This design comes from an exercise in tuning for small area, a short achievable clock period and few clock cycles per item on the open sky130 flow, not from production work. Only simulation tests tie the RTL to the original design; equivalence was not proved. Power is estimated from default activity; no workload was simulated.

## udp_parser_top
module udp_parser_top(
    input clock,
    input reset,
    input out_tready,
    output in_tready,
    input [255:0] in_tdata,
    input in_tvalid,
    input in_tlast,
    output reg out_tvalid,
    output [255:0] out_tdata
    );
    function [31:0] pick;
        input [31:0] a, b;
        input use_b_ok, is_min;
        begin
            pick = (use_b_ok & ((b > a) ^ is_min)) ? b : a;
        end
    endfunction
    localparam HDR = 2'd0, OPC = 2'd1, DAT = 2'd2;
    reg [1:0] state;
    reg       rdy;
    assign in_tready = rdy;
    wire fire = in_tvalid & rdy;
    reg [255:0] d1;
    integer i;
    reg v1, f1, l1;
    reg [15:0] cg, ce;
    reg op0, op1, op2;               
    wire ok4 = ~((state == DAT) & in_tlast);
    wire ok5 = (state == DAT) & ~in_tlast;
    always @(posedge clock) begin
        for (i = 0; i < 16; i = i + 1) begin
            cg[i] <= in_tdata[128 + 32 * (i / 4) + 8 * (i % 4) +: 8] > in_tdata[32 * (i / 4) + 8 * (i % 4) +: 8];
            ce[i] <= in_tdata[128 + 32 * (i / 4) + 8 * (i % 4) +: 8] == in_tdata[32 * (i / 4) + 8 * (i % 4) +: 8];
        end
        op0 <= (in_tdata[175:160] == 16'd0);
        op1 <= (in_tdata[175:160] == 16'd1);
        op2 <= (in_tdata[175:160] == 16'd2);
        d1 <= {in_tdata[255:160] & {96{ok5}}, in_tdata[159:128] & {32{ok4}}, in_tdata[127:0]};
        if (reset) begin
            state <= HDR;
            v1 <= 0; f1 <= 0; l1 <= 0;
        end else begin
            v1 <= fire & (state != HDR);
            f1 <= fire & (state == OPC);
            l1 <= fire & (state == DAT) & in_tlast;
            if (fire) begin
                case (state)
                    HDR: state <= OPC;
                    OPC: state <= DAT;
                    default: if (in_tlast) state <= HDR;
                endcase
            end
        end
    end
    reg m_sum, m_max, m_min;         
  ...
clock: 28.0 ns
lec_check: 0
cap_margin: 40
core_margin: 2
core_utilization: 60
cts_cluster_diameter: 100
cts_cluster_size: 24
place_density: 0.7
slew_margin: 40
standard.sh (not shown) runs the stock make flow with config.mk's settings and CLKGATE_MAP_FILE= SYNTH_SCRIPT=/design/flow/synth_recipe.tcl, a recipe that flattens the netlist after the stock synthesis.
==> flow/flow/run.sh <==
#!/bin/bash
# The standard layout (standard.sh), with plain buffers (buf_2) on the
# ports in place of the delay-cell buffers that port buffering picks itself.
# The whole make output goes to standard.log; each ORFS step keeps its own
# log under orfs/logs/.
set -o pipefail
export BUFFER_PORTS_ARGS="-buffer_cell sky130_fd_sc_hd__buf_2"
bash standard.sh > standard.log 2>&1
The first run went through all stages and came out clean.
Testbench counts at the start, summed over its fixed seeds: cycles 6,481, packets 512.
Next try:
==> flow/flow/run.sh (replaced) <==
#!/bin/bash
set -o pipefail
export BUFFER_PORTS_ARGS="-buffer_cell sky130_fd_sc_hd__buf_2"
export CTS_ARGS="-sink_clustering_enable -repair_clock_nets -sink_clustering_size 24 -sink_clustering_max_diameter 100 -dont_use_dummy_load"
bash standard.sh > standard.log 2>&1
- CORE_UTILIZATION: 60 -> 40
- PLACE_DENSITY: 0.7 -> default
Die area is higher by 49%.
Clock skew increases by 0.028 ns.
Synthesized cell count is unchanged.
Next try:
==> flow/flow/run.sh (replaced) <==
#!/bin/bash
# The standard layout (standard.sh), with plain buffers (buf_2) on the
# ports in place of the delay-cell buffers that port buffering picks itself.
# The whole make output goes to standard.log; each ORFS step keeps its own
# log under orfs/logs/.
set -o pipefail
export BUFFER_PORTS_ARGS="-buffer_cell sky130_fd_sc_hd__buf_2"
bash standard.sh > standard.log 2>&1
- ABC_AREA: default -> 1
After rerunning:
- setup slack gains 0.040 ns
- final area climbs by 8.0%
- synthesized area went up by 8.1%
- via count came out higher by 27%
- global-route usage goes up by 2.3 points
- worst hold slack gains 0.043 ns
- power grows by about 30%
- first-iteration DRC count increases by 43%
- die area climbs by about 8%
- cell count goes up by 28%
- clock-buffer cell count climbs by 2
Next try:
- ABC_AREA: 1 -> default
- CTS_CLUSTER_DIAMETER: 100 -> 60
- CTS_CLUSTER_SIZE: 24 -> 40
=> Sequential power went down by about 5%. Worst setup slack is worse by 0.041 ns. Synthesized cell count came out lower by about 27%. Area after synthesis goes down by 7.5%.

-- afterwards: timing with drivers on the ports --
The results above use ideal ports. As a check the final layouts listed here were re-extracted and re-timed, cells and wires unchanged. Step 1 sets driving cells, clkbuf_16 on the clock port and buf_2 on the other inputs (assumed; they add their load-dependent delay and slew). Step 2, shift: input delay + t, output delay - t, t = (earliest + latest rising clock arrival at the registers) / 2. This alone moves slack from input paths to output paths. Slacks: no drivers / after step 1 / after step 2; pairs: no drivers / after step 1.
| run | t, ns | setup slack, ns | worst setup path after step 2 | worst data-port slew with drivers (ns) |
|---|---|---|---|---|
| the first run | 0.635 | 21.194 / 21.207 / 20.598 | input to register | 0.11 |
| the second run | 0.613 | 21.194 / 21.192 / 20.614 | input to register | 0.07 |
| the third run | 0.666 | 21.235 / 21.168 / 20.741 | input to register | 0.07 |
| the fourth run | 0.633 | 21.193 / 21.193 / 20.596 | input to register | 0.07 |
After both steps every run listed still meets setup and hold. For the fourth run, which loses most, drivers alone change the setup slack by 0.000 ns; drivers and shift together by -0.597 ns.
